From an optimization exercise on the open Yosys and OpenROAD flow, aimed at small area; shortcuts taken in it are not production practice.
At most, simulation tests tie the RTL to the original design; equivalence was not proved.
For run 3, only the layout was checked, not whether the RTL still works.
Power and IR drop assume default switching activity.

==> config.mk <==
export PLATFORM = sky130hd
export DESIGN_NAME = pcie_irq
export DESIGN_NICKNAME = pcie_irq
export VERILOG_FILES = /design/flow/design.v
export SDC_FILE = /design/flow/constraint.sdc
export NUM_CORES = 4
export LEC_CHECK = 0
export CAP_MARGIN = 20
export CORE_MARGIN = 2
export CORE_UTILIZATION = 40
export SLEW_MARGIN = 20
==> constraint.sdc <==
create_clock -name core_clock -period 10.0 [get_ports {Clk_i}]
set_input_delay 2.0000 -clock core_clock [delete_from_list [all_inputs] [get_ports {Clk_i}]]
set_output_delay 2.0000 -clock core_clock [all_outputs]
set_load 0.01 [all_outputs]
==> design.v <==
module pcie_irq
(
   input            Clk_i,
   input            Rstn_i,
   input            MsixStructSChipSelect_i,
   input   [13:0]   MsixStructSAddress_i,
   input   [3:0]    MsixStructSByteEnable_i,
   input            MsixStructSRead_i,
   output  [31:0]   MsixStructSReadData_o,
   input            MsixStructSWrite_i,
   input   [31:0]   MsixStructSWriteData_i,
   output           MsixStructSWaitRequest_o,
   output           MsixMWrite_o,
   output  [63:0]   MsixMAddress_o,
   output  [31:0]   MsixMWriteData_o,
   output  [3:0]    MsixMByteEnable_o,
   input            MsixMWaitRequest_i,
   input   [31:0]   Irq_i,
   input   [81:0]   MsiIntfc_i,
   input   [15:0]   MsixIntfc_i,
   output           IntxReq_o,
   input            IrqRead_i,
   output  [31:0]   IrqReadData_o,
  input    [31:0]   MaskWritedata_i,
  input             MaskRead_i,
  input             MaskWrite_i,
  input    [3:0]    MaskByteenable_i,
  output   [31:0]   MaskReaddata_o,
  output            MaskWaitrequest_o
);
reg  [31:0] ena_state;
always @(posedge Clk_i or negedge Rstn_i)
  if (!Rstn_i)
    ena_state <= 32'hF;
  else if (MaskWrite_i)
    ena_state <= MaskWritedata_i;
wire [31:0] irq_masked = Irq_i & ena_state;
assign MaskReaddata_o    = ena_state;
assign MaskWaitrequest_o = 1'b0;
reg  [31:0] irq_readdata;
always @(posedge Clk_i)
  if (IrqRead_i)
    irq_readdata <= irq_masked;
assign IrqReadData_o = irq_readdata;
wire msix_enable   = MsixIntfc_i[15];
wire msi_enable    = MsiIntfc_i[80];
wire master_enable = MsiIntfc_i[81];
wire msix_mode     =  msix_enable & ~msi_enable;
wire msi_mode      = ~msix_enable &  msi_enable;
wire intx_mode     = ~msix_enable & ~msi_enable;
wire [3:0] irq4 = irq_masked[3:0];
reg  [3:0] irq_reg;
always @(posedge Clk_i or negedge Rstn_i)
  if (!Rstn_i)
    irq_reg <= 4'h0;
  else
    irq_reg <= irq4;
assign IntxReq_o = (|irq_reg) & intx_mode;
localparam H_IDLE = 3'd0;
localparam H_PIPE = 3'd1;
localparam H_READ = 3'd2;
localparam H_RW1  = 3'd3;
localparam H_RW2  = 3'd4;
localparam H_RACK = 3'd5;
localparam H_WACK = 3'd6;
reg  [2:0] hs;
reg        a13;           
reg  [4:0] aw;            
wire       host_req = MsixStructSChipSelect_i & (MsixStructSRead_i | MsixStructSWrite_i);
always @(posedge Clk_i)
  if (host_req) begin
    a13 <= MsixStructSAddress_i[13];
    aw  <= MsixStructSAddress_i[6:2];
  end
always @(posedge Clk_i or negedge Rstn_i)
  if (!Rstn_i)
    hs <= H_IDLE;
  else
    case (hs)
      H_IDLE: hs <= host_req ? H_PIPE : H_IDLE;
      H_PIPE: hs <= MsixStructSRead_i  ? H_READ :
                    MsixStructSWrite_i ? H_WACK : H_IDLE;
      H_READ: hs <= a13 ? H_RACK : H_RW1;
      H_RW1:  hs <= a13 ? H_RACK : H_RW2;
      H_RW2:  hs <= H_RACK;
      default: hs <= H_IDLE;
    endcase
wire host_rack = (hs == H_RACK);
wire host_wack = (hs == H_WACK);
assign MsixStructSWaitRequest_o = ~(host_rack | host_wack);
reg  [1023:0] mem;
wire          mem_we = host_wack & ~a13;
genvar w;
generate
  for (w = 0; w < 32; w = w + 1) begin : TABLE
    always @(posedge Clk_i)
      if (mem_we && aw == w)
        mem[w*32 +: 32] <= MsixStructSWriteData_i;
  end
endgenerate
localparam G_IDLE  = 4'd0;
localparam G_PIPE  = 4'd1;
localparam G_R0    = 4'd2;    
localparam G_R3    = 4'd5;
localparam G_R6    = 4'd8;
localparam G_CHECK = 4'd9;
localparam G_MSIX  = 4'd10;
localparam G_MSI   = 4'd11;
reg  [3:0] gs;
reg        arb_v;         
reg  [1:0] arb_i;         
reg  [3:0] pba;
reg  [1:0] rp;            
reg  [31:0] e0, e1, e2;   
reg        vmask;         
reg        ev;            
wire gen_idle = (gs == G_IDLE);
wire gen_read = (gs >= G_R0) && (gs <= G_R6);
wire gen_rd   = gen_read & (rp != 2'd3) & ~host_rack;
always @(posedge Clk_i or negedge Rstn_i)
  if (!Rstn_i)
    gs <= G_IDLE;
  else
    case (gs)
      G_IDLE:
        if ((|pba) & master_enable & msix_mode)
          gs <= G_PIPE;
        else if (msi_mode & (irq_reg != irq4) & (|irq4))
          gs <= G_MSI;
      G_PIPE, 4'd2, 4'd3, 4'd4, 4'd5, 4'd6, 4'd7, G_R6:
        gs <= gs + 4'd1;
      G_CHECK:
        gs <= vmask ? G_IDLE : G_MSIX;
      G_MSIX, G_MSI:
        if (~MsixMWaitRequest_i)
          gs <= G_IDLE;
      default:
        gs <= G_IDLE;
    endcase
always @(posedge Clk_i or negedge Rstn_i)
  if (!Rstn_i) begin
    arb_v <= 1'b0;
    arb_i <= 2'd0;
  end else if (gen_idle) begin
    arb_v <= 1'b1;
    if (!arb_v) begin
      if      (pba[0]) arb_i <= 2'd0;
      else if (pba[1]) arb_i <= 2'd1;
      else if (pba[2]) arb_i <= 2'd2;
      else if (pba[3]) arb_i <= 2'd3;
      else begin arb_v <= 1'b0; arb_i <= 2'd0; end
    end else
      case (arb_i)
        2'd0:
          if      (pba[1]) arb_i <= 2'd1;
          else if (pba[2]) arb_i <= 2'd2;
          else if (pba[3]) arb_i <= 2'd3;
          else begin arb_v <= 1'b0; arb_i <= 2'd0; end
        2'd1:
          if      (pba[2]) arb_i <= 2'd2;
          else if (pba[3]) arb_i <= 2'd3;
          else begin arb_v <= 1'b0; arb_i <= 2'd0; end
        2'd2:
          if      (pba[3]) arb_i <= 2'd3;
          else if (pba[1]) arb_i <= 2'd1;
          else begin arb_v <= 1'b0; arb_i <= 2'd0; end
        default:
          if      (pba[1]) arb_i <= 2'd1;
          else if (pba[2]) arb_i <= 2'd2;
          else begin arb_v <= 1'b0; arb_i <= 2'd0; end
      endcase
  end
wire msg_done = (gs == G_MSIX) & ~MsixMWaitRequest_i;
genvar i;
generate
  for (i = 0; i < 4; i = i + 1) begin : PBA
    always @(posedge Clk_i or negedge Rstn_i)
      if (!Rstn_i)
        pba[i] <= 1'b0;
      else if (~irq_reg[i] & irq4[i] & msix_mode)
        pba[i] <= 1'b1;
      else if (msg_done & arb_v & (arb_i == i))
        pba[i] <= 1'b0;
  end
endgenerate
wire [4:0]  rsel  = gen_rd ? {1'b0, arb_i, rp} : aw;
wire [31:0] rdata = mem[rsel*32 +: 32];
always @(posedge Clk_i)
  if (gs == G_PIPE)
    rp <= 2'd0;
  else if (gen_rd)
    rp <= rp + 2'd1;
always @(posedge Clk_i or negedge Rstn_i)
  if (!Rstn_i)
    ev <= 1'b0;
  else if (gen_rd)
    ev <= 1'b1;
always @(posedge Clk_i) begin
  if (gen_rd && rp == 2'd0) e0 <= rdata;
  if (gen_rd && rp == 2'd1) e1 <= rdata;
  if (gen_rd && rp == 2'd2) e2 <= rdata;
end
reg vm_word;
always @* begin
  case (arb_i)
    2'd0: vm_word = mem[3*32];
    2'd1: vm_word = mem[7*32];
    2'd2: vm_word = mem[11*32];
    default: vm_word = mem[15*32];
  endcase
end
always @(posedge Clk_i)
  if (gs == G_R3)
    vmask <= vm_word;
assign MsixStructSReadData_o = a13 ? {28'b0, pba} : rdata;
assign MsixMWrite_o      = (gs == G_MSIX) | (gs == G_MSI);
wire   sel_entry         = msix_mode & ev;
assign MsixMAddress_o    = sel_entry ? {e1, e0} : msix_mode ? 64'b0 : MsiIntfc_i[63:0];
assign MsixMWriteData_o  = sel_entry ? e2 : msix_mode ? 32'b0 : {16'b0, MsiIntfc_i[79:64]};
assign MsixMByteEnable_o = {4{MsixMWrite_o}};
endmodule
==> run.sh <==
#!/bin/bash
# synth_recipe.tcl (not shown) runs the flow's synth.tcl, then flattens the netlist and writes it again
# the make line also repeats each setting of config.mk as NAME=value (left out here)
make -C /OpenROAD-flow-scripts/flow DESIGN_CONFIG=/design/flow/config.mk WORK_HOME=/design/flow/orfs CLKGATE_MAP_FILE= SYNTH_SCRIPT=/design/flow/synth_recipe.tcl finish
==> results of run 1 <==
final cells by class:
class                      count  area [um2]
fill                       10400       62000
sequential                  1212       36100
multi-input combinational   1988       11600
timing repair buffer         466        4560
clock buffer                 148        3170
tap                         1612        2020
clock inverter                74         731
inverter                      17        63.8
antenna                        1        2.50
cells in the final DEF (no fill, tap or decap), types with 11 or more instances in the layout:
master                            synthesis  layout
sky130_fd_sc_hd__bufinv_16                0      14
sky130_fd_sc_hd__clkdlybuf4s50_1          0     382
sky130_fd_sc_hd__and3_1                  16      16
sky130_fd_sc_hd__ha_1                    12      12
sky130_fd_sc_hd__a22oi_1                 16      16
sky130_fd_sc_hd__nand2_1                833     832
sky130_fd_sc_hd__a21oi_1                155     154
sky130_fd_sc_hd__dfrtp_1                 47      46
sky130_fd_sc_hd__and2_1                  63      60
sky130_fd_sc_hd__clkinv_2                 0      24
sky130_fd_sc_hd__clkbuf_16                0     122
sky130_fd_sc_hd__mux2_2                  39      38
sky130_fd_sc_hd__nor2_4                   0      32
sky130_fd_sc_hd__a221oi_1               113     113
sky130_fd_sc_hd__edfxtp_1              1159    1159
sky130_fd_sc_hd__o21ai_0                 11      11
sky130_fd_sc_hd__nand3_1                326     326
sky130_fd_sc_hd__clkinv_1                 0      28
sky130_fd_sc_hd__buf_4                   19      65
sky130_fd_sc_hd__a311oi_1               112     112
sky130_fd_sc_hd__nor4_2                  32      29
sky130_fd_sc_hd__mux2i_1                121     121
sky130_fd_sc_hd__inv_1                   17      17
sky130_fd_sc_hd__nor2_1                  49      17
sky130_fd_sc_hd__clkbuf_1               120      24
cells in the mapped netlist, drive strengths merged (10+ instances only):
master  number
a21oi      156
a221oi     113
a22oi       16
a311oi     112
a31oi       10
and2        63
and3        16
buf        126
clkbuf     120
dfrtp       47
edfxtp    1159
ha          12
inv         17
mux2        39
mux2i      123
nand2      833
nand3      326
nor2        49
nor4        33
o21ai       14
power by group through the flow:
| stage | Clock (mW) | Sequential, mW | Combinational [mW] |
|---|---|---|---|
| global route | 4.77 | 6.25 | 7.80 |
| finish | 4.50 | 6.23 | 7.25 |
| global placement | 0 | 6.32 | 7.22 |
| floorplan | 0 | 6.28 | 4.54 |
| CTS | 4.57 | 6.23 | 7.30 |
| detailed placement | 0 | 6.33 | 7.28 |
critical path: cells and delay by family (launching register included):
family / cells / cell delay, ns
fa+ha+maj: 1 / 0.26
flops: 1 / 0.45
buf+inv: 3 / 1.19
compound gates: 3 / 0.49
simple gates: 4 / 2.23
mux: 1 / 0.94
layer usage:
metal / GRT usage [%] / vias up
li1: - / 13800
met1: 29.0 / 15400
met2: 36.7 / 1176
met3: 3.16 / 202
met4: 5.80 / 6
met5: 0 / -
through the flow:
| stage | utilization, % | std cells | hold slack [ns] | worst slack [ns] |
|---|---|---|---|---|
| after CTS | 48.5 | 5517 | 0.530 | 1.55 |
| after detailed placement | 45.2 | 5295 | 0.516 | 2.32 |
| after floorplan | - | 3463 | 0.501 | 4.90 |
| final | 48.4 | 5518 | 0.524 | 1.57 |
| after global routing | 48.4 | 5517 | 0.544 | 1.21 |
| after global placement | 45.2 | 5294 | 0.510 | 2.34 |
how the worst max path moves through the flow:
stage                                     end  slack (ns)  cells after the start
finish              MsixStructSReadData_o[15]        1.57                     12
global route        MsixStructSReadData_o[15]        1.21                     12
CTS                 MsixStructSReadData_o[22]        1.55                     13
detailed placement  MsixStructSReadData_o[22]        2.32                     13
global placement    MsixStructSReadData_o[10]        2.34                     12
floorplan           MsixStructSReadData_o[10]        4.90                     14
logic make-up after synthesis:
| logic type | after synthesis | share of synthesized area, % |
|---|---|---|
| and+or+nand+nor | 1353 | 12.5 |
| DFF | 1212 | 74.2 |
| AOI/OAI and AO/OA | 456 | 6.79 |
| buffers and inverters | 263 | 2.63 |
| muxes | 163 | 3.51 |
| adders and majority gates | 12 | 0.309 |
| xor gates and xnor gates | 3 | 0.0540 |
| other | 1 | 0.00771 |
==> reports/results.txt, run 1 <==
The largest buffer count on any clock path is 3, and the initial cell density of the core is 40.4%. The largest stage delay on the critical path works out to 1.02 ns. In the routed design, unresolved DRC markers number 0.

The worst setup path is captured at an output pin. Compared with the post-synthesis result, the final layout area differs by 19.7%. The number of warnings reported in the yosys synthesis log is 1. The depth of the most critical reg-to-reg path was 11. The completed layout was analyzed and its total power is 18.0 mW. Counting the buffers created by CTS gives 119.

On the critical path, the stage with the largest delay is an instance of sky130_fd_sc_hd__nor4_2. For the final-stage net count, the log shows 4041. Registers are responsible for 34.6% of the overall power. Uppermost layer routed: met5.

The number of cells traversed by the worst hold path works out to 1. The critical path data required time is 8.00 ns. The total power per unit cell area came out at 309 nW/um2.

The floorplan die width is 353 um, and the routed length on met1 is 57700 um. The count of clock tree sinks is 1212, and the number of antenna violations at the first check in global routing is 11. The logs give 28800 for the via count of the first global-routing pass and 30500 for the number of vias after detailed routing.

Synthesis instantiated 62 different standard cells from the library. The number of buffers inserted by post-CTS setup repair came out at 0. In this run the critical register-to-register path is captured at e2[22]. On the final layout, the worst clock skew is 0.0346 ns. Of the post-synthesis cell area, the dominant cell type holds 71.5%. In this run the count of I/O pins placed on the die edge is 425. The tools report the routed length on met3 as 9080 um.

Gates resized during post-CTS repair numbered 0. The worst-case hold path end point was ena_state[29]. The final sum of negative setup slack came out at 0 ns. The setup check on the worst reg-to-reg path leaves a slack of 4.72 ns. Proportion of synthesized flip-flops having asynchronous set or reset: 4.21%. Measured against its own limit, the worst slew margin works out to 24.4%. The startpoint of the lowest-slack hold path is ena_state[29]. The global-route wire length before repair was 200000 um.

Summed over all layers, the routed wires come to 139000 um. TritonCTS built the clock tree. The run finished with no timing, DRC or antenna violations. Traced cell by cell, the critical path runs through inv_1, ha_1, or4_1, and4_1, mux2i_4, buf_12, a21oi_1, a221oi_1, a311oi_1, nor4_2, and2_1, clkdlybuf4s50_1. In this run the worst hold path is classified as flop to flop. The HPWL after detailed placement is 74500 um. Highest fanout seen on the critical path: 133. By area the synthesized netlist is led by sky130_fd_sc_hd__edfxtp_1 72%, sky130_fd_sc_hd__nand2_1 6.4%, sky130_fd_sc_hd__nand3_1 3.4%, sky130_fd_sc_hd__mux2i_1 2.5%, sky130_fd_sc_hd__dfrtp_1 2.4%. The static leakage power was 19.7 nW. The pin slew with the least headroom to its limit was 1.13 ns; the minimum clock period after layout was 8.43 ns. Combinational logic is responsible for 40.3% of the overall power. The first detailed-routing pass took 5 iterations. In the routed layout, each cell is associated on average with a via count of 5.53.

The register with the most flip-flops in the layout has 1024 of them. The die covers 124000 um2. The area of the placeable core came out at 120000 um2. The category of the worst setup path launch point is a flop.

Synthesis produced a netlist with a net count of 3700. After detailed routing, the met2 layer carries 68600 um of wire. The die boundary height came out at 353 um. Routability-driven placement finished with a final weighted congestion of 0.801. The violation count after the first detailed-route iteration was 3094. Tracing the worst setup path back leads to its startpoint at gs[0].

Of the synthesized area, sequential elements account for 74.2%. Part of the power in the clock network: 25.0%. The tree is rooted in a sky130_fd_sc_hd__clkbuf_16. The number of synthesized register bits is 1212, and the number of setup violations in the final report is 0.

After technology mapping, the gate count stands at 3463. The final clock period utilization by the worst path is 84.3%. The post-place instance area is 54400 um2, and the maximum number of pins on one net before global-route repair is 152. The H-tree generated during clock tree synthesis spans 3 levels. The synthesized netlist occupies a cell area of 48700 um2. The launch instance of the worst register-to-register path was gs[0]. Cell internal power was estimated by the tool at 11.0 mW. The net switching power of the design is 6.94 mW, and the final-report hold violation count is 0.

Of all cell types, the one taking the most synthesized area is sky130_fd_sc_hd__edfxtp_1. The tool flagged a number of max-cap violations equal to 0. The run gives 0 as the number of max-slew violations in the final report. A synthesized cell averages 14.0 um2.

In the final routed layout, each cell accounts on average for 25.1 um. With fillers left out, the area of the finished cells amounts to 58300 um2. Ranked by flip-flop count, first place goes to mem. The total number of placement rows is 127.

Setup repair after global routing left no endpoint under its margin. The switching share of total power is 38.6%. For the worst-skew pair, the clock arrives at the later sink with an insertion delay of 0.71 ns.

Global routing used 21.6% of the available tracks across all layers. In this run the remaining antenna-violating nets after routing total 0. The number of buffers inserted by hold repair at cts was 0; the overflow left after global routing was 0. Data on the critical path arrives at its endpoint at 6.43 ns. In the synthesized netlist the dominant register cell turns out to be sky130_fd_sc_hd__edfxtp_1. The worst setup path is of the flop to output pin kind.

The upper clock frequency limit is 119 MHz, and the clock-pin slew of the registers on the worst-case setup and hold paths is 0.06 ns. The worst supply voltage drop on vdd came out at 0.303 mV. During placement, the flow inserted port buffers numbering 391.

The layout cell share with drive strength beyond 1 was 9.76%; the number of flops mapped to enable cells by yosys was 1159.
==> run 2: changes to the inputs <==
--- a/config.mk
+++ b/config.mk
@@ -7,5 +7,7 @@
 export LEC_CHECK = 0
-export CAP_MARGIN = 20
+export ABC_AREA = 1
+export CAP_MARGIN = 0
 export CORE_MARGIN = 2
 export CORE_UTILIZATION = 40
-export SLEW_MARGIN = 20
+export CTS_BUF_LIST = sky130_fd_sc_hd__clkbuf_4
+export SLEW_MARGIN = 0
==> run 2 against run 1 <==
Still clean on timing, DRC and antenna. Sequential share of layout area shrank 1.8 points. Clock power shrank 6.0%. Critical path depth grew 7. Combinational power grew 42%. Critical endpoint is now MsixStructSReadData_o[8]. Largest cell class unchanged. Largest power group unchanged.
==> reports/results.txt, run 2 <==
The tools report the relative max-transition margin as 16.4% (was 24.4%). The global-route wire length before repair came out at 224000 um (was 200000 um). Setup repair after global routing left no endpoint under its margin. The tools report the finished layout cell area as 60000 um2 (was 58300 um2).

The final-report hold violation count was 0 (unchanged); the sequential cell area in the final layout was 36100 um2 (unchanged). The tools report the number of routed nets with antenna violations as 0 (unchanged). The tools report the root buffer cell as sky130_fd_sc_hd__clkbuf_4 (was sky130_fd_sc_hd__clkbuf_16). Final critical-path setup slack: 1.08 ns (was 1.57 ns). The number of flops mapped to enable cells by yosys is 1159 (unchanged).

The logs give 50400 um2 (was 48700 um2) for the synthesized area and 6 (was 5) for the number of iterations in the first detailed-routing pass. For the initial cell density of the core, the log shows 40.2% (was 40.4%). Number of synthesized register bits: 1212 (unchanged).

The post-placement cell count was 6155 (was 5295). The total CTS buffers was 334 (was 119); the minimum hold slack was 0.526 ns (was 0.524 ns). The run gives 4333 (was 3463) as the gate count after technology mapping.

The logs give 23.3% (was 21.6%) for the overall routing resource usage and 0.820 (was 0.801) for the final weighted congestion of routability-driven global placement. The leading area contributor after synthesis was sky130_fd_sc_hd__edfxtp_1 (unchanged). The logs give 0 ns (unchanged) for the final sum of negative setup slack and 129000 um2 (was 124000 um2) for the die area. The count of clock tree sinks is 1212 (unchanged). The final standard cell count with taps included and fillers excluded came out at 6709 (was 5518).

The class of the most critical hold timing path is flop to flop (unchanged). Violation count after the first detailed-route iteration: 3810 (was 3094). For the number of setup violations in the final report, the log shows 0 (unchanged). The pin slew with the least headroom to its limit was 1.25 ns (was 1.13 ns); the mean instance size in the synthesized netlist was 11.6 um2 (was 14.0 um2). The via density per instance came out at 5.39 (was 5.53). The run gives 2.29 ns (was 2.32 ns) as the worst setup slack after placement. The remaining routing DRC violations is 0 (unchanged), and the maximum number of pins on one net before global-route repair is 158 (was 152).

The launch instance of the worst register-to-register path was gs[0] (unchanged). The critical path data required time was 8.00 ns (about the same); the net count of the mapped netlist was 4570 (was 3700). The flip-flop count of the largest register after layout was 1024 (unchanged). Number of buffers inserted by post-CTS setup repair: 0 (unchanged). The top-level port count is 425 (unchanged). The worst-case hold path end point was rp[0] (was ena_state[29]). The total of fill cells in the finished design is 11400 (was 10400), and the register share of total power is 30.0% (was 34.6%).

The endpoint of the worst register-to-register path was e1[7] (was e2[22]). The register-to-register path setup slack came out at 4.39 ns (was 4.72 ns). The clock insertion delay at the later pin of the skew report is 1.30 ns (was 0.71 ns), and the highest fanout seen on the critical path is 120 (was 133).

The clock-pin slew of the registers on the worst-case setup and hold paths works out to 0.06 ns (about the same). Most frequent cells in the layout: 1274 x sky130_fd_sc_hd__nand3_1, 1159 x sky130_fd_sc_hd__edfxtp_1, 1089 x sky130_fd_sc_hd__nand2_1 (was 1159 x sky130_fd_sc_hd__edfxtp_1, 832 x sky130_fd_sc_hd__nand2_1, 382 x sky130_fd_sc_hd__clkdlybuf4s50_1). Commonest non-fill, non-tap cell in the layout: sky130_fd_sc_hd__nand3_1 (was sky130_fd_sc_hd__edfxtp_1). The tools report the number of warnings reported in the yosys synthesis log as 1 (unchanged).

The logs give 5078 (was 4041) for the final-stage net count and 40 (was 62) for the unique cell type count in the Yosys netlist. The switching share of total power was 46.0% (was 38.6%); the upper clock frequency limit was 112 MHz (was 119 MHz). The worst supply voltage drop on vdd is 0.358 mV (was 0.303 mV), and the number of buffers inserted by hold repair at cts is 0 (unchanged). TritonCTS built the clock tree. The die boundary height was 359 um (was 353 um); the overall routed net length was 152000 um (was 139000 um). The tools report the kind of end point of the critical path as an output pin (unchanged). For the detailed placement HPWL, the log shows 81800 um (was 74500 um). For the number of violations of the max-capacitance limit, the log shows 0 (unchanged).

The logs give 125000 um2 (was 120000 um2) for the area of the placeable core and 0 (unchanged) for the number of max-slew violations in the final report. The minimum clock period after layout is 8.92 ns (was 8.43 ns). The total number of placement rows was 130 (was 127); the post-place instance area was 56000 um2 (was 54400 um2). Proportion of synthesized flip-flops having asynchronous set or reset: 4.21% (unchanged). Floorplan die width: 359 um (was 353 um). The flow ran to the end and the layout has no timing, DRC or antenna violations. The share of synthesized area occupied by flip-flops and latches is 71.6% (was 74.2%). Part of the power in the clock network: 20.3% (was 25.0%). The logs give 47.8% (was 48.4%) for the utilization after layout and 6.92 ns (was 6.43 ns) for the arrival time at the worst endpoint. Most used standard cell by instance count after synthesis: sky130_fd_sc_hd__nand3_1 (was sky130_fd_sc_hd__edfxtp_1).

The register containing the most flip-flops in the final layout is mem (unchanged). The growth of design area from synthesis to finish is 19.0% (was 19.7%), and the layout cell share with drive strength beyond 1 is 13.4% (was 9.76%). The average wire length per cell after detail routing was 22.7 um (was 25.1 um).

The largest buffer count on any clock path came out at 4 (was 3). The tools report the category of the worst setup path launch point as a flop (unchanged). The tools report the startpoint of the lowest-slack hold path as rp[0] (was ena_state[29]). The prevailing post-synth register cell is sky130_fd_sc_hd__edfxtp_1 (unchanged).

The logs give 12 (was 11) for the number of antenna violations at the first check in global routing and 11.2 mW (was 11.0 mW) for the cell-internal power. The logs give 9.59 mW (was 6.94 mW) for the net switching power of the design and 12600 um2 (was 11600 um2) for the multi-input logic area. The logs give 22.3 nW (was 19.7 nW) for the static leakage power and 0.148 ns (was 0.0346 ns) for the clock tree skew after final layout.

The number of cells traversed by the worst hold path was 2 (was 1); the number of vias after detailed routing was 36200 (was 30500). The fraction of post-synthesis cell area in the top cell type by area was 69.0% (was 71.5%). Number of buffers inserted by port buffering: 391 (unchanged). Top cells by area, synth: sky130_fd_sc_hd__edfxtp_1 69%, sky130_fd_sc_hd__nand3_1 13%, sky130_fd_sc_hd__nand2_1 8.1%, sky130_fd_sc_hd__dfrtp_1 2.3%, sky130_fd_sc_hd__inv_1 1.4% (was sky130_fd_sc_hd__edfxtp_1 72%, sky130_fd_sc_hd__nand2_1 6.4%, sky130_fd_sc_hd__nand3_1 3.4%, sky130_fd_sc_hd__mux2i_1 2.5%, sky130_fd_sc_hd__dfrtp_1 2.4%).

The final clock period utilization by the worst path works out to 89.2% (was 84.3%). The number of levels in the clock H-tree was 5 (was 3). The total power consumption of the routed design was 20.8 mW (was 18.0 mW). Via count of the first global-routing pass: 34800 (was 28800).

The depth of the most critical reg-to-reg path was 18 (was 11). Commonest cells in the netlist: 1274 x sky130_fd_sc_hd__nand3_1, 1159 x sky130_fd_sc_hd__edfxtp_1, 1089 x sky130_fd_sc_hd__nand2_1 (was 1159 x sky130_fd_sc_hd__edfxtp_1, 833 x sky130_fd_sc_hd__nand2_1, 326 x sky130_fd_sc_hd__nand3_1). The total power per unit cell area came out at 347 nW/um2 (was 309 nW/um2).

For the overflow left after global routing, the log shows 0 (unchanged). For the combinational power share, the log shows 49.7% (was 40.3%). The post-cts gate resize count was 0 (unchanged).

The type of the setup path with the least slack was flop to output pin (unchanged).
[run 2: cell count changes after synthesis, moves of 65 or more]
cell	delta
sky130_fd_sc_hd__a21oi_1	-148
sky130_fd_sc_hd__nor2_1	+65
sky130_fd_sc_hd__a311oi_1	-112
sky130_fd_sc_hd__nand2_1	+256
sky130_fd_sc_hd__a221oi_1	-112
sky130_fd_sc_hd__nand3_1	+948
sky130_fd_sc_hd__inv_1	+169
sky130_fd_sc_hd__mux2i_1	-121
[run 2: power groups by stage]
stage / clock network [mW] / registers, mW / logic, mW
6_report: 4.23 / 6.25 / 10.3
3_3_place_gp: 0 / 6.35 / 10.2
4_1_cts: 4.33 / 6.25 / 10.3
3_5_place_dp: 0 / 6.36 / 10.3
5_1_grt: 4.59 / 6.28 / 11.2
2_1_floorplan: 0 / 6.34 / 6.46
[run 2: layout make-up]
type / count / area share [%]
diodes: 8 / 0.0334
multi-input cells: 2637 / 20.9
flip-flops and latches: 1212 / 60.2
inverters: 190 / 1.20
clock buffers: 504 / 6.31
repair buffers: 466 / 7.60
clock inverters: 42 / 0.273
well taps: 1650 / 3.44
[run 2: worst max-delay path: stages, from the launching register on]
cell	delay (ns)
sky130_fd_sc_hd__dfrtp_1	0.45
sky130_fd_sc_hd__inv_1	0.14
sky130_fd_sc_hd__ha_1	0.26
sky130_fd_sc_hd__nor2_1	0.10
sky130_fd_sc_hd__nand2_1	0.07
sky130_fd_sc_hd__nand3_2	0.13
sky130_fd_sc_hd__nor2_4	0.13
sky130_fd_sc_hd__nand2_8	0.66
sky130_fd_sc_hd__nand2_8	0.58
sky130_fd_sc_hd__inv_6	0.75
sky130_fd_sc_hd__buf_4	0.57
sky130_fd_sc_hd__nand2_1	0.11
sky130_fd_sc_hd__nand3_1	0.09
sky130_fd_sc_hd__nand3_1	0.10
sky130_fd_sc_hd__nand3_1	0.13
sky130_fd_sc_hd__nand2_1	0.10
sky130_fd_sc_hd__nand2_1	0.09
sky130_fd_sc_hd__nand2_1	0.32
sky130_fd_sc_hd__nor2_1	0.19
sky130_fd_sc_hd__clkdlybuf4s50_1	0.64
[run 2: cell families (layout without fill, tap and decap cells)]
| family | after synthesis | after routing | share of synthesized area (%) |
|---|---|---|---|
| xor gates and xnor gates | 1 | 1 | 0.0174 |
| adders and majority gates | 12 | 12 | 0.298 |
| DFF | 1212 | 1212 | 71.6 |
| buffers and inverters | 484 | 1202 | 4.13 |
| AOI/OAI and AO/OA | 40 | 40 | 0.524 |
| other | 1 | 9 | 0.00744 |
| and+or+nand+nor | 2551 | 2551 | 22.7 |
| muxes | 32 | 32 | 0.715 |
[run 2: layer usage]
metal	routed length [um]	vias up	track usage, %	share of wire [%]
met5	80	-	0	0.053
met4	4230	12	8.69	2.8
met3	14600	269	5.91	9.6
met2	70800	1882	37.0	47
met1	62500	17500	30.8	41
li1	-	16500	-	-
[run 2: how the worst max path moves through the flow]
stage,cells after the start,from,slack (ns),end
floorplan,6,MsixIntfc_i[15],4.95,MsixMAddress_o[52]
global placement,19,gs[0],2.32,MsixStructSReadData_o[8]
detailed placement,19,gs[0],2.29,MsixStructSReadData_o[8]
CTS,19,gs[0],0.93,MsixStructSReadData_o[8]
global route,19,gs[0],0.63,MsixStructSReadData_o[8]
finish,19,gs[0],1.08,MsixStructSReadData_o[8]
==> run 3: changes to the inputs <==
--- a/design.v
+++ b/design.v
@@ -90,12 +90,67 @@
 assign MsixStructSWaitRequest_o = ~(host_rack | host_wack);
-reg  [1023:0] mem;
-wire          mem_we = host_wack & ~a13;
-genvar w;
+reg  [1023:0] ring;       
+reg  [1:0]    t3;         
+reg           t2;         
+reg  [31:0]   wbuf;       
+reg  [4:0]    wbuf_a;     
+reg           wbuf_v;     
+wire mem_we = host_wack & ~a13;
+always @(posedge Clk_i)
+  t3 <= (t3 == 2'd2 || t3 == 2'd3) ? 2'd0 : t3 + 2'd1;
+always @(posedge Clk_i)
+  t2 <= ~t2;
+function [10:0] ring_of;    
+  input [4:0] a;
+  integer j;
+  begin
+    for (j = 0; j < 11; j = j + 1)
+      ring_of[j] = (a / 3 == j);
+  end
+endfunction
+function [2:0] k_of;        
+  input [4:0] a;
+  integer j;
+  begin
+    for (j = 0; j < 3; j = j + 1)
+      k_of[j] = (a % 3 == j);
+  end
+endfunction
+function [8:0] at_pos;      
+  input [1:0] ph3;
+  begin
+    case (ph3)
+      2'd1:    at_pos = {3'b010, 3'b001, 3'b100};
+      2'd2:    at_pos = {3'b001, 3'b100, 3'b010};
+      default: at_pos = {3'b100, 3'b010, 3'b001};
+    endcase
+  end
+endfunction
+wire [8:0] kpos = at_pos(t3);
+wire [10:0] wbuf_ring = ring_of(wbuf_a);
+wire [2:0]  wbuf_k    = k_of(wbuf_a);
+wire        wbuf_last = wbuf_ring[10] ? ((wbuf_a[0] ^ t2) == 1'b1)
+                                      : |(wbuf_k & kpos[8:6]);
+wire        wbuf_put  = wbuf_v & wbuf_last;
+always @(posedge Clk_i) begin
+  if (mem_we) begin
+    wbuf   <= MsixStructSWriteData_i;
+    wbuf_a <= aw;
+    wbuf_v <= 1'b1;
+  end else if (wbuf_put)
+    wbuf_v <= 1'b0;
+end
+genvar r;
 generate
-  for (w = 0; w < 32; w = w + 1) begin : TABLE
-    always @(posedge Clk_i)
-      if (mem_we && aw == w)
-        mem[w*32 +: 32] <= MsixStructSWriteData_i;
+  for (r = 0; r < 10; r = r + 1) begin : RING3
+    always @(posedge Clk_i) begin
+      ring[(3*r+0)*32 +: 32] <= (wbuf_put && wbuf_ring[r]) ? wbuf : ring[(3*r+2)*32 +: 32];
+      ring[(3*r+1)*32 +: 32] <= ring[(3*r+0)*32 +: 32];
+      ring[(3*r+2)*32 +: 32] <= ring[(3*r+1)*32 +: 32];
+    end
   end
 endgenerate
+always @(posedge Clk_i) begin
+  ring[30*32 +: 32] <= (wbuf_put && wbuf_ring[10]) ? wbuf : ring[31*32 +: 32];
+  ring[31*32 +: 32] <= ring[30*32 +: 32];
+end
 localparam G_IDLE  = 4'd0;
@@ -118,3 +173,2 @@
 wire gen_read = (gs >= G_R0) && (gs <= G_R6);
-wire gen_rd   = gen_read & (rp != 2'd3) & ~host_rack;
 always @(posedge Clk_i or negedge Rstn_i)
@@ -185,9 +239,36 @@
 endgenerate
-wire [4:0]  rsel  = gen_rd ? {1'b0, arb_i, rp} : aw;
-wire [31:0] rdata = mem[rsel*32 +: 32];
-always @(posedge Clk_i)
-  if (gs == G_PIPE)
-    rp <= 2'd0;
-  else if (gen_rd)
-    rp <= rp + 2'd1;
+wire       host_next_rack = ((hs == H_READ || hs == H_RW1) && a13) || (hs == H_RW2);
+reg        rdone;         
+wire       gen_rd = ~rdone & (((gs == G_PIPE) & host_next_rack) | (gen_read & ~host_rack));
+wire [4:0]  rword = gen_rd ? {1'b0, arb_i, rp} : aw;
+wire        rbyp  = wbuf_v & (wbuf_a == rword);
+wire [10:0] rring = ring_of(rword);
+wire [2:0]  rk    = k_of(rword);
+reg  [31:0] rsel;
+integer q;
+always @* begin
+  for (q = 0; q < 10; q = q + 1) begin
+    rsel[3*q+0] = rring[q] & |(rk & kpos[2:0]);
+    rsel[3*q+1] = rring[q] & |(rk & kpos[5:3]);
+    rsel[3*q+2] = rring[q] & |(rk & kpos[8:6]);
+  end
+  rsel[30] = rring[10] & (rword[0] == t2);
+  rsel[31] = rring[10] & (rword[0] != t2);
+  if (rbyp)
+    rsel = 32'b0;
+end
+reg  [31:0] rdata;
+always @* begin
+  rdata = rbyp ? wbuf : 32'b0;
+  for (q = 0; q < 32; q = q + 1)
+    rdata = rdata | ({32{rsel[q]}} & ring[q*32 +: 32]);
+end
+always @(posedge Clk_i)
+  if (gen_idle) begin
+    rp    <= 2'd0;
+    rdone <= 1'b0;
+  end else if (gen_rd) begin
+    rp    <= rp + 2'd1;
+    rdone <= (rp == 2'd3);
+  end
 always @(posedge Clk_i or negedge Rstn_i)
@@ -201,15 +282,4 @@
   if (gen_rd && rp == 2'd2) e2 <= rdata;
-end
-reg vm_word;
-always @* begin
-  case (arb_i)
-    2'd0: vm_word = mem[3*32];
-    2'd1: vm_word = mem[7*32];
-    2'd2: vm_word = mem[11*32];
-    default: vm_word = mem[15*32];
-  endcase
-end
-always @(posedge Clk_i)
-  if (gs == G_R3)
-    vmask <= vm_word;
+  if (gen_rd && rp == 2'd3) vmask <= rdata[0];
+end
 assign MsixStructSReadData_o = a13 ? {28'b0, pba} : rdata;
--- a/config.mk
+++ b/config.mk
@@ -7,7 +7,5 @@
 export LEC_CHECK = 0
-export ABC_AREA = 1
-export CAP_MARGIN = 0
+export CAP_MARGIN = 20
 export CORE_MARGIN = 2
 export CORE_UTILIZATION = 40
-export CTS_BUF_LIST = sky130_fd_sc_hd__clkbuf_4
-export SLEW_MARGIN = 0
+export SLEW_MARGIN = 20
==> run 3 against run 2 <==
Clock power up 8.5%. Register-to-register slack worse by 1.7 ns. Non-clock buffer count up 174. Wire length up 7.9%. Via count down 7.0%. Setup slack worse by 0.89 ns. Sequential share of layout area down 11 points. Critical path depth up 11. Still clean on timing, DRC and antenna. First-iteration DRC count up 0.89%. Global-route usage up 4.6 points. Clock skew down 0.094 ns.
==> reports/results.txt, run 3 <==
Prevailing post-synth register cell: sky130_fd_sc_hd__dfxtp_1 (was sky130_fd_sc_hd__edfxtp_1). The tools report the minimum hold slack as 0.313 ns (was 0.526 ns). The run gives 3844 (was 3810) as the violation count after the first detailed-route iteration.

Most frequent cells in the layout: 1031 x sky130_fd_sc_hd__dfxtp_1, 373 x sky130_fd_sc_hd__clkdlybuf4s50_1, 332 x sky130_fd_sc_hd__nand2_1 (was 1274 x sky130_fd_sc_hd__nand3_1, 1159 x sky130_fd_sc_hd__edfxtp_1, 1089 x sky130_fd_sc_hd__nand2_1). For the register-to-register path setup slack, the log shows 2.73 ns (was 4.39 ns). Slowest cell on the critical path: sky130_fd_sc_hd__clkdlybuf4s50_1 (was sky130_fd_sc_hd__inv_6). For the total number of placement rows, the log shows 121 (was 130). For the part of the power in the clock network, the log shows 21.2% (was 20.3%). Total of fill cells in the finished design: 9526 (was 11400).

The total CTS buffers was 119 (was 334). The proportion of synthesized flip-flops having asynchronous set or reset is 4.07% (was 4.21%), and the total power consumption of the routed design is 21.7 mW (was 20.8 mW). The number of setup violations in the final report is 0 (unchanged). TritonCTS built the clock tree.

Class of the most critical hold timing path: flop to flop (unchanged). For the die area, the log shows 113000 um2 (was 129000 um2). The depth of the most critical reg-to-reg path was 29 (was 18); the maximum number of pins on one net before global-route repair was 102 (was 158). The number of flops mapped to enable cells by yosys is 172 (was 1159), and the static leakage power is 22.1 nW (was 22.3 nW). The run gives 102 MHz (was 112 MHz) as the upper clock frequency limit. The number of buffer and inverter stages on the critical path was 3 (was 4). The launch instance of the worst register-to-register path was gs[1] (was gs[0]). Setup repair after global routing could not meet its margin everywhere. Detailed placement HPWL: 108000 um (was 81800 um).

The tools report the root buffer cell as sky130_fd_sc_hd__clkbuf_16 (was sky130_fd_sc_hd__clkbuf_4). The switching share of total power is 47.0% (was 46.0%), and the number of synthesized register bits is 1254 (was 1212). The category of the worst setup path launch point is a flop (unchanged). The final-stage net count was 4430 (was 5078); the fraction of post-synthesis cell area in the top cell type by area was 47.0% (was 69.0%).

The count of clock tree sinks is 1254 (was 1212). The commonest non-fill, non-tap cell in the layout is sky130_fd_sc_hd__dfxtp_1 (was sky130_fd_sc_hd__nand3_1). Number of warnings reported in the yosys synthesis log: 1 (unchanged). The leading area contributor after synthesis is sky130_fd_sc_hd__dfxtp_1 (was sky130_fd_sc_hd__edfxtp_1). The run gives 43900 um2 (was 50400 um2) as the synthesized area. Family with the most delay on the worst path: simple AND/OR/NAND/NOR gates (unchanged).

The number of cells traversed by the worst hold path is 0 (was 2). The flow ran to the end and the layout has no timing, DRC or antenna violations. The pin slew with the least headroom to its limit was 1.16 ns (was 1.25 ns); the relative max-transition margin was 22.5% (was 16.4%). The type of the setup path with the least slack was flop to output pin (unchanged). The average wire length per cell after detail routing is 28.8 um (was 22.7 um), and the total power per unit cell area is 391 nW/um2 (was 347 nW/um2). The run gives 0.623 mV (was 0.358 mV) as the worst supply voltage drop on vdd.

The worst-case hold path end point is ring[947] (was rp[0]). The logs give 0 ns (unchanged) for the final sum of negative setup slack and 0 (unchanged) for the overflow left after global routing. The final weighted congestion of routability-driven global placement came out at 0.931 (was 0.820).

Endpoint of the worst register-to-register path: e0[28] (was e1[7]). The number of max-slew violations in the final report was 0 (unchanged). For the via count of the first global-routing pass, the log shows 32000 (was 34800). Kind of end point of the critical path: an output pin (unchanged). The minimum clock period after layout was 9.81 ns (was 8.92 ns). The number of iterations in the first detailed-routing pass was 8 (was 6); the overall routed net length was 164000 um (was 152000 um). Commonest cells in the netlist: 1031 x sky130_fd_sc_hd__dfxtp_1, 338 x sky130_fd_sc_hd__nand2_1, 325 x sky130_fd_sc_hd__mux2_2 (was 1274 x sky130_fd_sc_hd__nand3_1, 1159 x sky130_fd_sc_hd__edfxtp_1, 1089 x sky130_fd_sc_hd__nand2_1). The floorplan die width works out to 335 um (was 359 um). The cell-internal power was 11.5 mW (was 11.2 mW). The number of routed nets with antenna violations came out at 0 (unchanged). The highest fanout seen on the critical path was 20 (was 120); the number of levels in the clock H-tree was 3 (was 5). Net switching power of the design: 10.2 mW (was 9.59 mW).

For the number of antenna violations at the first check in global routing, the log shows 4 (was 12). The largest buffer count on any clock path came out at 3 (was 4). The startpoint of the lowest-slack hold path is ring[915] (was rp[0]). The tools report the area of the placeable core as 109000 um2 (was 125000 um2). The layout cell share with drive strength beyond 1 was 21.7% (was 13.4%). The final clock period utilization by the worst path is 98.1% (was 89.2%).

The via density per instance is 5.90 (was 5.39), and the overall routing resource usage is 27.8% (was 23.3%). The growth of design area from synthesis to finish was 26.2% (was 19.0%); the initial cell density of the core was 40.4% (was 40.2%). The flip-flop count of the largest register after layout was 1024 (unchanged); the clock tree skew after final layout was 0.0540 ns (was 0.148 ns). The largest stage delay on the critical path is 0.50 ns (was 0.75 ns), and the critical path data required time is 8.00 ns (about the same). Top cells by area, synth: sky130_fd_sc_hd__dfxtp_1 47%, sky130_fd_sc_hd__edfxtp_1 12%, sky130_fd_sc_hd__mux2_2 8.3%, sky130_fd_sc_hd__a22oi_1 3.0%, sky130_fd_sc_hd__nand2_1 2.9% (was sky130_fd_sc_hd__edfxtp_1 69%, sky130_fd_sc_hd__nand3_1 13%, sky130_fd_sc_hd__nand2_1 8.1%, sky130_fd_sc_hd__dfrtp_1 2.3%, sky130_fd_sc_hd__inv_1 1.4%). Final-report hold violation count: 0 (unchanged). The logs give 229000 um (was 224000 um) for the global-route wire length before repair and 3928 (was 4570) for the net count of the mapped netlist. The logs give 61.6% (was 71.6%) for the share of synthesized area occupied by flip-flops and latches and 0 (unchanged) for the number of violations of the max-capacitance limit. The mean instance size in the synthesized netlist is 11.9 um2 (was 11.6 um2), and the number of vias after detailed routing is 33600 (was 36200). The number of buffers inserted by hold repair at cts is 0 (unchanged). The arrival time at the worst endpoint is 7.81 ns (was 6.92 ns), and the remaining routing DRC violations is 0 (unchanged). The top-level port count is 425 (unchanged), and the clock-pin slew of the registers on the worst-case setup and hold paths is 0.06 ns (about the same). The register containing the most flip-flops in the final layout is ring (was mem). The tools report the unique cell type count in the Yosys netlist as 105 (was 40). The run gives 3681 (was 4333) as the gate count after technology mapping.

For the combinational power share, the log shows 52.2% (was 49.7%). The number of buffers inserted by port buffering was 391 (unchanged); the clock insertion delay at the later pin of the skew report was 0.73 ns (was 1.30 ns). Most used standard cell by instance count after synthesis: sky130_fd_sc_hd__dfxtp_1 (was sky130_fd_sc_hd__nand3_1). The register share of total power was 26.7% (was 30.0%). Die boundary height: 335 um (was 359 um).
==> run 3: layout make-up <==
class / count / area, um2 / share of cell area, %
clock buffers: 177 / 3520 / 6.35
inverters: 43 / 166 / 0.300
flip-flops and latches: 1254 / 27100 / 48.8
well taps: 1414 / 1770 / 3.19
repair buffers: 640 / 6070 / 10.9
multi-input cells: 2125 / 16300 / 29.5
clock inverters: 48 / 492 / 0.887
diodes: 5 / 12.5 / 0.0226
==> run 3: worst max-delay path by stage <==
stage          startpoint                        end  slack, ns  cells after the start
6_report            gs[1]   MsixStructSReadData_o[5]       0.19                     30
4_1_cts             gs[1]  MsixStructSReadData_o[24]      -0.08                     32
3_3_place_gp        gs[1]  MsixStructSReadData_o[24]      -0.05                     30
2_1_floorplan       gs[0]   MsixStructSReadData_o[3]       1.11                     30
3_5_place_dp        gs[1]   MsixStructSReadData_o[9]      -0.13                     30
5_1_grt             gs[1]   MsixStructSReadData_o[5]      -0.14                     30
==> run 3: stage by stage <==
stage	cells	utilization [%]	worst slack [ns]	instance area (um2)
after global routing	5701	50.9	-0.136	55500
after global placement	5401	46.0	-0.0504	50100
after CTS	5658	50.2	-0.0847	54700
after detailed placement	5402	46.0	-0.126	50100
final	5706	51.0	0.186	55500
after floorplan	3681	-	1.11	43900
==> run 3: cell families after synthesis <==
group / Yosys count / share of synthesized area [%]
AO/OA/AOI/OAI: 757 / 13.4
XOR/XNOR: 8 / 0.159
adder cells (fa/ha/maj): 22 / 0.626
buffers and inverters: 302 / 2.92
flip-flops: 1254 / 61.6
multiplexers: 412 / 10.6
other: 1 / 0.00853
AND/OR/NAND/NOR: 925 / 10.7
==> run 3: worst register-to-register path: cells and delay by family (launching register included) <==
family,cells,cell delay (ns)
fa+ha+maj,4,0.84
compound gates,7,1.95
buf+inv,2,0.46
flops,1,0.45
simple gates,16,3.24
==> run 3: metal layers <==
layer | routed length (um) | share of wire (%) | GRT usage [%] | vias to the layer above
met5 | 43 | 0.026 | 0 | -
met4 | 6990 | 4.3 | 11.1 | 6
met3 | 16700 | 10 | 5.75 | 352
met2 | 73000 | 44 | 44.0 | 1952
met1 | 67600 | 41 | 37.3 | 16600
li1 | - | - | - | 14700
==> run 3: power by group through the flow <==
| stage | Combinational [mW] | Sequential, mW | Clock (mW) |
|---|---|---|---|
| 5_1_grt | 11.3 | 5.81 | 4.83 |
| 3_3_place_gp | 9.30 | 5.87 | 0 |
| 2_1_floorplan | 4.15 | 5.81 | 0 |
| 6_report | 11.3 | 5.78 | 4.59 |
| 4_1_cts | 10.1 | 5.78 | 4.63 |
| 3_5_place_dp | 9.31 | 5.88 | 0 |
==> run 3: timing repair <==
action / 4_1_cts / 5_1_grt
hold endpoints to repair: 0 / 0
setup endpoints to repair: 32 / 32
buffers inserted: 30 / 38
gates cloned: 1 / 5
gates resized for setup: 73 / 86
pin swaps: 26 / 36
==> run 4: changes to the inputs <==
--- a/design.v
+++ b/design.v
@@ -98,3 +98,7 @@
 always @(posedge Clk_i)
-  t3 <= (t3 == 2'd2 || t3 == 2'd3) ? 2'd0 : t3 + 2'd1;
+  case (t3)
+    2'd0:    t3 <= 2'd1;
+    2'd1:    t3 <= 2'd2;
+    default: t3 <= 2'd0;
+  endcase
 always @(posedge Clk_i)
@@ -103,6 +107,38 @@
   input [4:0] a;
-  integer j;
   begin
-    for (j = 0; j < 11; j = j + 1)
-      ring_of[j] = (a / 3 == j);
+    case (a)
+      5'd0: ring_of = 11'b00000000001;
+      5'd1: ring_of = 11'b00000000001;
+      5'd2: ring_of = 11'b00000000001;
+      5'd3: ring_of = 11'b00000000010;
+      5'd4: ring_of = 11'b00000000010;
+      5'd5: ring_of = 11'b00000000010;
+      5'd6: ring_of = 11'b00000000100;
+      5'd7: ring_of = 11'b00000000100;
+      5'd8: ring_of = 11'b00000000100;
+      5'd9: ring_of = 11'b00000001000;
+      5'd10: ring_of = 11'b00000001000;
+      5'd11: ring_of = 11'b00000001000;
+      5'd12: ring_of = 11'b00000010000;
+      5'd13: ring_of = 11'b00000010000;
+      5'd14: ring_of = 11'b00000010000;
+      5'd15: ring_of = 11'b00000100000;
+      5'd16: ring_of = 11'b00000100000;
+      5'd17: ring_of = 11'b00000100000;
+      5'd18: ring_of = 11'b00001000000;
+      5'd19: ring_of = 11'b00001000000;
+      5'd20: ring_of = 11'b00001000000;
+      5'd21: ring_of = 11'b00010000000;
+      5'd22: ring_of = 11'b00010000000;
+      5'd23: ring_of = 11'b00010000000;
+      5'd24: ring_of = 11'b00100000000;
+      5'd25: ring_of = 11'b00100000000;
+      5'd26: ring_of = 11'b00100000000;
+      5'd27: ring_of = 11'b01000000000;
+      5'd28: ring_of = 11'b01000000000;
+      5'd29: ring_of = 11'b01000000000;
+      5'd30: ring_of = 11'b10000000000;
+      5'd31: ring_of = 11'b10000000000;
+      default: ring_of = 11'b0;
+    endcase
   end
@@ -111,6 +147,38 @@
   input [4:0] a;
-  integer j;
   begin
-    for (j = 0; j < 3; j = j + 1)
-      k_of[j] = (a % 3 == j);
+    case (a)
+      5'd0: k_of = 3'b001;
+      5'd1: k_of = 3'b010;
+      5'd2: k_of = 3'b100;
+      5'd3: k_of = 3'b001;
+      5'd4: k_of = 3'b010;
+      5'd5: k_of = 3'b100;
+      5'd6: k_of = 3'b001;
+      5'd7: k_of = 3'b010;
+      5'd8: k_of = 3'b100;
+      5'd9: k_of = 3'b001;
+      5'd10: k_of = 3'b010;
+      5'd11: k_of = 3'b100;
+      5'd12: k_of = 3'b001;
+      5'd13: k_of = 3'b010;
+      5'd14: k_of = 3'b100;
+      5'd15: k_of = 3'b001;
+      5'd16: k_of = 3'b010;
+      5'd17: k_of = 3'b100;
+      5'd18: k_of = 3'b001;
+      5'd19: k_of = 3'b010;
+      5'd20: k_of = 3'b100;
+      5'd21: k_of = 3'b001;
+      5'd22: k_of = 3'b010;
+      5'd23: k_of = 3'b100;
+      5'd24: k_of = 3'b001;
+      5'd25: k_of = 3'b010;
+      5'd26: k_of = 3'b100;
+      5'd27: k_of = 3'b001;
+      5'd28: k_of = 3'b010;
+      5'd29: k_of = 3'b100;
+      5'd30: k_of = 3'b001;
+      5'd31: k_of = 3'b010;
+      default: k_of = 3'b0;
+    endcase
   end
@@ -172,3 +240,8 @@
 wire gen_idle = (gs == G_IDLE);
-wire gen_read = (gs >= G_R0) && (gs <= G_R6);
+reg  gen_read;
+always @*
+  case (gs)
+    4'd2, 4'd3, 4'd4, 4'd5, 4'd6, 4'd7, 4'd8: gen_read = 1'b1;
+    default: gen_read = 1'b0;
+  endcase
 always @(posedge Clk_i or negedge Rstn_i)
@@ -183,4 +256,10 @@
           gs <= G_MSI;
-      G_PIPE, 4'd2, 4'd3, 4'd4, 4'd5, 4'd6, 4'd7, G_R6:
-        gs <= gs + 4'd1;
+      4'd1: gs <= 4'd2;
+      4'd2: gs <= 4'd3;
+      4'd3: gs <= 4'd4;
+      4'd4: gs <= 4'd5;
+      4'd5: gs <= 4'd6;
+      4'd6: gs <= 4'd7;
+      4'd7: gs <= 4'd8;
+      4'd8: gs <= 4'd9;
       G_CHECK:
@@ -270,4 +349,4 @@
   end else if (gen_rd) begin
-    rp    <= rp + 2'd1;
-    rdone <= (rp == 2'd3);
+    rp    <= {rp[1] ^ rp[0], ~rp[0]};
+    rdone <= rp[1] & rp[0];
   end
==> run 4 against run 3 <==
Register-to-register slack improved by 0.77 ns. Still clean. Critical endpoint is now MsixStructSReadData_o[0]. Die area down 2.9%. Sequential power rose by 3.6%. Cell count shrank 7.8%. Highest routed layer is now met4. Clock skew is 0.0051 ns lower.
==> reports/results.txt, run 4 <==
Class of the most critical hold timing path: flop to flop (unchanged). The share of cell area taken by muxes after synthesis is 11.4% (was 10.6%). The run gives 64.1% (was 61.6%) as the share of synthesized area occupied by flip-flops and latches. Arrival time at the worst endpoint: 7.39 ns (was 7.81 ns).

The synthesized-area fraction occupied by and/or/nand/nor cells is 8.01% (was 10.7%). The flow ran to the end and the layout has no timing, DRC or antenna violations. The die area was 109000 um2 (was 113000 um2); the post-cts gate resize count was 0 (was 73). The combinational family with the most area after synthesis was compound AO/OA/AOI/OAI gates (unchanged). The relative max-transition margin was 17.0% (was 22.5%). Remaining routing DRC violations: 0 (unchanged). The kind of end point of the critical path was an output pin (unchanged).

The largest stage delay on the critical path is 0.93 ns (was 0.50 ns). Compound-gate portion of the synthesized area: 13.1% (was 13.4%). The logs give 84 (was 105) for the unique cell type count in the Yosys netlist and 35.6% (was 21.2%) for the part of the power in the clock network. The critical path goes through or4b_4, a221oi_4, buf_4, nor2_1, nand2_1, o21ai_0, ha_1, nor2_1, a211oi_1, a221oi_1, o31ai_1, nand3_1, a22oi_1, or4b_1, or4b_4, mux2_2, clkdlybuf4s50_1. The tools report the final-report hold violation count as 0 (unchanged). The slowest cell on the critical path is sky130_fd_sc_hd__nand3_1 (was sky130_fd_sc_hd__clkdlybuf4s50_1). The tools report the count of clock tree sinks as 1268 (was 1254). The number of flops mapped to enable cells by yosys came out at 172 (unchanged). Worst-case hold path end point: ring[280] (was ring[947]). The arithmetic-cell share of the synthesized area counting full adders, half adders and majority gates is 0.499% (was 0.626%).

Growth of design area from synthesis to finish: 22.1% (was 26.2%). The detailed placement HPWL was 88600 um (was 108000 um); the final clock period utilization by the worst path was 93.9% (was 98.1%). The register share of total power is 45.9% (was 26.7%), and the highest fanout seen on the critical path is 19 (was 20).

The post-place instance area was 48000 um2 (was 50100 um2); the total power per unit cell area was 251 nW/um2 (was 391 nW/um2). The tools report the number of setup violations in the final report as 0 (unchanged). The number of iterations in the first detailed-routing pass is 9 (was 8), and the number of antenna violations at the first check in global routing is 6 (was 4). The tools report the gate count after technology mapping as 3449 (was 3681). The area of the placeable core was 106000 um2 (was 109000 um2); the number of routed nets with antenna violations was 0 (unchanged). The layout cell share with drive strength beyond 1 was 18.7% (was 21.7%); the critical path data required time was 8.00 ns (about the same). Maximum number of pins on one net before global-route repair: 102 (unchanged). Via density per instance: 5.76 (was 5.90). The fraction of post-synthesis cell area in the top cell type by area is 49.0% (was 47.0%), and the flip-flop count of the largest register after layout is 1024 (unchanged).

Top cells by area, synth: sky130_fd_sc_hd__dfxtp_1 49%, sky130_fd_sc_hd__edfxtp_1 12%, sky130_fd_sc_hd__mux2_2 10%, sky130_fd_sc_hd__a22oi_1 3.2%, sky130_fd_sc_hd__dfrtp_1 2.8% (was sky130_fd_sc_hd__dfxtp_1 47%, sky130_fd_sc_hd__edfxtp_1 12%, sky130_fd_sc_hd__mux2_2 8.3%, sky130_fd_sc_hd__a22oi_1 3.0%, sky130_fd_sc_hd__nand2_1 2.9%). The clock tree skew after final layout was 0.0489 ns (was 0.0540 ns); the via count of the first global-routing pass was 29400 (was 32000). Commonest cells in the netlist: 1045 x sky130_fd_sc_hd__dfxtp_1, 391 x sky130_fd_sc_hd__mux2_2, 295 x sky130_fd_sc_hd__nand2_1 (was 1031 x sky130_fd_sc_hd__dfxtp_1, 338 x sky130_fd_sc_hd__nand2_1, 325 x sky130_fd_sc_hd__mux2_2).

The logs give 40.4% (about the same) for the initial cell density of the core and 203000 um (was 229000 um) for the global-route wire length before repair. Total CTS buffers: 120 (was 119). The tools report the cell-internal power as 9.17 mW (was 11.5 mW). The number of levels in the clock H-tree came out at 3 (unchanged).

Worst supply voltage drop on vdd: 0.189 mV (was 0.623 mV). The floorplan die width was 331 um (was 335 um). Type of the setup path with the least slack: flop to output pin (unchanged).

The tools report the number of buffers inserted by hold repair at cts as 0 (unchanged). Category of the worst setup path launch point: a flop (unchanged). The die boundary height is 331 um (was 335 um).

The mean instance size in the synthesized netlist is 12.4 um2 (was 11.9 um2), and the clock insertion delay at the later pin of the skew report is 0.72 ns (was 0.73 ns). The final weighted congestion of routability-driven global placement came out at 0.844 (was 0.931). The run gives 142000 um (was 164000 um) as the overall routed net length.

The top-level port count came out at 425 (unchanged). The number of buffers inserted by port buffering is 391 (unchanged). The minimum clock period after layout works out to 9.39 ns (was 9.81 ns). The overflow left after global routing was 0 (unchanged); the finished layout cell area was 52100 um2 (was 55500 um2). Commonest non-fill, non-tap cell in the layout: sky130_fd_sc_hd__dfxtp_1 (unchanged). The final sum of negative setup slack was 0 ns (unchanged); the net switching power of the design was 3.88 mW (was 10.2 mW). The prevailing post-synth register cell is sky130_fd_sc_hd__dfxtp_1 (unchanged).

The share of the synthesized netlist area taken by xor and xnor gates is 0.226% (was 0.159%). The largest buffer count on any clock path came out at 3 (unchanged). The tools report the endpoint of the worst register-to-register path as e2[16] (was e0[28]). Most frequent cells in the layout: 1045 x sky130_fd_sc_hd__dfxtp_1, 391 x sky130_fd_sc_hd__mux2_2, 390 x sky130_fd_sc_hd__clkdlybuf4s50_1 (was 1031 x sky130_fd_sc_hd__dfxtp_1, 373 x sky130_fd_sc_hd__clkdlybuf4s50_1, 332 x sky130_fd_sc_hd__nand2_1). The depth of the most critical reg-to-reg path works out to 16 (was 29). Minimum hold slack: 0.305 ns (was 0.313 ns).

The pin slew with the least headroom to its limit came out at 1.24 ns (was 1.16 ns). The clock-pin slew of the registers on the worst-case setup and hold paths is 0.06 ns (about the same), and the total power consumption of the routed design is 13.1 mW (was 21.7 mW). The tools report the number of buffers inserted by post-CTS setup repair as 0 (was 30). Source of the critical timing path: gs[3] (was gs[1]).

The launch instance of the worst register-to-register path is gs[3] (was gs[1]). For the number of violations of the max-capacitance limit, the log shows 0 (unchanged). The number of vias after detailed routing was 30300 (was 33600). The combinational power share is 18.6% (was 52.2%). Overall routing resource usage: 25.1% (was 27.8%).

The average wire length per cell after detail routing works out to 27.0 um (was 28.8 um). The register containing the most flip-flops in the final layout was ring (unchanged). Number of max-slew violations in the final report: 0 (unchanged). The proportion of synthesized flip-flops having asynchronous set or reset is 4.02% (was 4.07%). For the synthesized area, the log shows 42700 um2 (was 43900 um2). The startpoint of the lowest-slack hold path was ring[248] (was ring[915]).

TritonCTS built the clock tree. The static leakage power was 20.6 nW (was 22.1 nW). Setup repair after global routing left no endpoint under its margin. The number of warnings reported in the yosys synthesis log came out at 1 (unchanged).

The total number of placement rows was 119 (was 121); the number of cells traversed by the worst hold path was 0 (unchanged). The violation count after the first detailed-route iteration came out at 3411 (was 3844). The tools report the root buffer cell as sky130_fd_sc_hd__clkbuf_16 (unchanged). The number of synthesized register bits came out at 1268 (was 1254). The leading area contributor after synthesis is sky130_fd_sc_hd__dfxtp_1 (unchanged). The net count of the mapped netlist came out at 3691 (was 3928). The logs give 4009 (was 4430) for the final-stage net count and 106 MHz (was 102 MHz) for the upper clock frequency limit. Most used standard cell by instance count after synthesis: sky130_fd_sc_hd__dfxtp_1 (unchanged). The switching share of total power was 29.7% (was 47.0%).

The register-to-register path setup slack came out at 3.50 ns (was 2.73 ns).
[run 4: changes by cell type after synthesis, moves of 20 or more]
cell | before | now
sky130_fd_sc_hd__a22o_1 | 110 | 41
sky130_fd_sc_hd__buf_1 | 14 | 62
sky130_fd_sc_hd__mux2_2 | 325 | 391
sky130_fd_sc_hd__a222oi_1 | 23 | 113
sky130_fd_sc_hd__a32oi_1 | 31 | 6
sky130_fd_sc_hd__buf_2 | 64 | 22
sky130_fd_sc_hd__nor3_1 | 49 | 22
sky130_fd_sc_hd__mux2i_1 | 19 | 44
sky130_fd_sc_hd__mux2_1 | 66 | 0
sky130_fd_sc_hd__a31oi_1 | 22 | 42
sky130_fd_sc_hd__nand4_1 | 54 | 16
sky130_fd_sc_hd__nand3_1 | 175 | 141
sky130_fd_sc_hd__nand2_1 | 338 | 295
sky130_fd_sc_hd__o21ai_0 | 43 | 76
[run 4: worst max-delay path by stage]
stage                                 to  slack (ns)  cells after the start
2_1_floorplan   MsixStructSReadData_o[6]        3.16                     18
3_3_place_gp   MsixStructSReadData_o[18]        1.37                     18
3_5_place_dp    MsixStructSReadData_o[0]        1.39                     17
4_1_cts         MsixStructSReadData_o[0]        0.63                     17
5_1_grt         MsixStructSReadData_o[0]        0.42                     17
6_report        MsixStructSReadData_o[0]        0.61                     17
[run 4: stage by stage]
step	util (%)	setup WS (ns)	cells
after floorplan	-	3.16	3449
after global placement	45.5	1.37	5036
after detailed placement	45.5	1.39	5036
after CTS	49.3	0.631	5262
after global routing	49.3	0.420	5262
final	49.3	0.609	5263
[run 4: cell families (layout without fill, tap and decap cells)]
group	Yosys count	count (layout)
buffers and inverters	291	713
AOI/OAI and AO/OA	714	714
DFF	1268	1268
other	1	2
xor gates and xnor gates	11	11
muxes	435	435
and+or+nand+nor	712	712
adders and majority gates	17	17
[run 4: power by group through the flow]
stage | Clock (mW) | Sequential [mW] | Combinational, mW
finish | 4.64 | 5.99 | 2.42
global route | 4.89 | 6.04 | 2.54
CTS | 4.69 | 5.98 | 2.39
detailed placement | 0 | 6.09 | 2.38
global placement | 0 | 6.08 | 2.38
floorplan | 0 | 5.96 | 1.39
[run 4: layout make-up]
cell class                      count  area (um2)
Antenna cell                        1        2.50
Clock buffer                      186        3620
Clock inverter                     40         437
Fill cell                        9315       53500
Inverter                           25        93.8
Multi-Input combinational cell   1890       14400
Sequential cell                  1268       27400
Tap cell                         1391        1740
Timing Repair Buffer              462        4470
[run 4: layer usage]
| metal | global-route usage (%) | vias up | wire [um] |
|---|---|---|---|
| met5 | 0 | - | 0 |
| met4 | 8.60 | 0 | 4340 |
| met3 | 4.50 | 235 | 11500 |
| met2 | 41.3 | 1467 | 66000 |
| met1 | 33.4 | 15100 | 60300 |
| li1 | - | 13500 | - |
[run 4: worst max-delay path, delay by kind of cell, from the launching register on]
kind | cells | cell delay (ns)
simple gates | 7 | 2.89
compound gates | 6 | 1.68
buf+inv | 2 | 0.79
flops | 1 | 0.61
fa+ha+maj | 1 | 0.36
mux | 1 | 0.35
==> run 5: changes to the inputs <==
--- a/config.mk
+++ b/config.mk
@@ -10,2 +10,4 @@
 export CORE_UTILIZATION = 40
+export CTS_CLUSTER_DIAMETER = 100
+export CTS_CLUSTER_SIZE = 30
 export SLEW_MARGIN = 20
==> run 5 against run 4 <==
Wire length decreased by 1.6%. Via count decreased by 2.5%. Non-clock buffer count unchanged. Critical path type unchanged. Still clean on timing, DRC and antenna. Critical path depth unchanged. Final area decreased by 5.2%. Largest power group unchanged. Worst hold slack improved by 0.032 ns. Register-to-register slack got worse by 0.04 ns. Highest routed layer is now met5. First-iteration DRC count increased by 1.9%. Sequential share of layout area increased by 2.9 points.
==> reports/results.txt, run 5 <==
The endpoint of the worst register-to-register path was e2[16] (unchanged). The tools report the largest buffer count on any clock path as 3 (unchanged). Most frequent cells in the layout: 1045 x sky130_fd_sc_hd__dfxtp_1, 391 x sky130_fd_sc_hd__mux2_2, 390 x sky130_fd_sc_hd__clkdlybuf4s50_1 (unchanged). The tools report the detailed placement HPWL as 88600 um (unchanged). The run gives 8.00 ns (about the same) as the critical path data required time.

Setup repair after global routing left no endpoint under its margin. The via density per instance was 5.78 (was 5.76); the number of routed nets with antenna violations was 0 (unchanged). The final sum of negative setup slack is 0 ns (unchanged). The register containing the most flip-flops in the final layout is ring (unchanged). The final-stage net count was 3937 (was 4009). The type of the setup path with the least slack was flop to output pin (unchanged). The mean instance size in the synthesized netlist works out to 12.4 um2 (unchanged). The most used standard cell by instance count after synthesis was sky130_fd_sc_hd__dfxtp_1 (unchanged). The tools report the initial cell density of the core as 40.4% (unchanged). The number of iterations in the first detailed-routing pass is 8 (was 9). The number of antenna violations at the first check in global routing is 4 (was 6), and the sequential cell area in the final layout is 27400 um2 (unchanged). The run finished with no timing, DRC or antenna violations. For the number of violations of the max-capacitance limit, the log shows 0 (unchanged). For the number of vias after detailed routing, the log shows 29600 (was 30300).

The prevailing post-synth register cell is sky130_fd_sc_hd__dfxtp_1 (unchanged). Overflow left after global routing: 0 (unchanged).
[run 5: cells by family (layout without fill, tap and decap cells)]
| group | count (synthesis) | count (layout) | synth area share [%] |
|---|---|---|---|
| simple gates | 712 | 712 | 8.01 |
| other cells | 1 | 6 | 0.00879 |
| compound gates | 714 | 714 | 13.1 |
| flops | 1268 | 1268 | 64.1 |
| fa+ha+maj | 17 | 17 | 0.499 |
| mux | 435 | 435 | 11.4 |
| buf+inv | 291 | 560 | 2.70 |
| xor+xnor | 11 | 11 | 0.226 |
[run 5: area by class of cell]
cell class                      instances  area share, %
Antenna cell                            5         0.0253
Clock buffer                           69           2.61
Clock inverter                          4          0.101
Inverter                               25          0.190
Multi-Input combinational cell       1890           29.1
Sequential cell                      1268           55.4
Tap cell                             1391           3.53
Timing Repair Buffer                  462           9.05
[run 5: critical path, cell delays in order (launching register included)]
cell,delay (ns)
sky130_fd_sc_hd__dfrtp_1,0.63
sky130_fd_sc_hd__or4b_4,0.55
sky130_fd_sc_hd__a221oi_4,0.26
sky130_fd_sc_hd__buf_4,0.30
sky130_fd_sc_hd__nor2_1,0.17
sky130_fd_sc_hd__nand2_1,0.09
sky130_fd_sc_hd__o21ai_0,0.09
sky130_fd_sc_hd__ha_1,0.35
sky130_fd_sc_hd__nor2_1,0.05
sky130_fd_sc_hd__a211oi_1,0.24
sky130_fd_sc_hd__a221oi_1,0.14
sky130_fd_sc_hd__o31ai_1,0.54
sky130_fd_sc_hd__nand3_1,0.95
sky130_fd_sc_hd__a22oi_1,0.42
sky130_fd_sc_hd__or4b_1,0.47
sky130_fd_sc_hd__or4b_4,0.64
sky130_fd_sc_hd__mux2_2,0.34
sky130_fd_sc_hd__clkdlybuf4s50_1,0.49
[run 5: per-stage QoR]
step | power [mW] | util, % | hold slack, ns | cells | instance area (um2)
6_report | 10.9 | 46.8 | 0.338 | 5114 | 49400
5_1_grt | 11.3 | 46.8 | 0.331 | 5109 | 49400
4_1_cts | 10.9 | 46.8 | 0.335 | 5109 | 49400
3_5_place_dp | 8.47 | 45.5 | 0.331 | 5036 | 48000
2_1_floorplan | 7.35 | - | 0.323 | 3449 | 42700
3_3_place_gp | 8.46 | 45.5 | 0.325 | 5036 | 48000
[run 5: power breakdown]
group	total, mW	leakage [nW]	switching [mW]	internal (mW)
Sequential	5.98	10.9	0.306	5.68
Clock	2.49	0.645	1.57	0.919
Combinational	2.42	7.64	1.58	0.838
[run 5: worst max-delay path by stage]
stage                                      to  cells past startpoint
global route         MsixStructSReadData_o[0]                     17
floorplan            MsixStructSReadData_o[6]                     18
finish               MsixStructSReadData_o[0]                     17
global placement    MsixStructSReadData_o[18]                     18
CTS                  MsixStructSReadData_o[0]                     17
detailed placement   MsixStructSReadData_o[0]                     17
[run 5: layer usage]
metal  vias up  GRT usage, %
met2      1331          40.9
met1     14800          33.2
li1      13300             -
met3       200          4.05
met5         -             0
met4         2          7.17

Check on run 5: ideal ports give 0.579 ns setup slack; a clkbuf_16 on the clock port and buf_2 on the inputs give 0.507 ns; moving port delays by the midpoint clock arrival (0.731 ns) as well gives 1.238 ns.
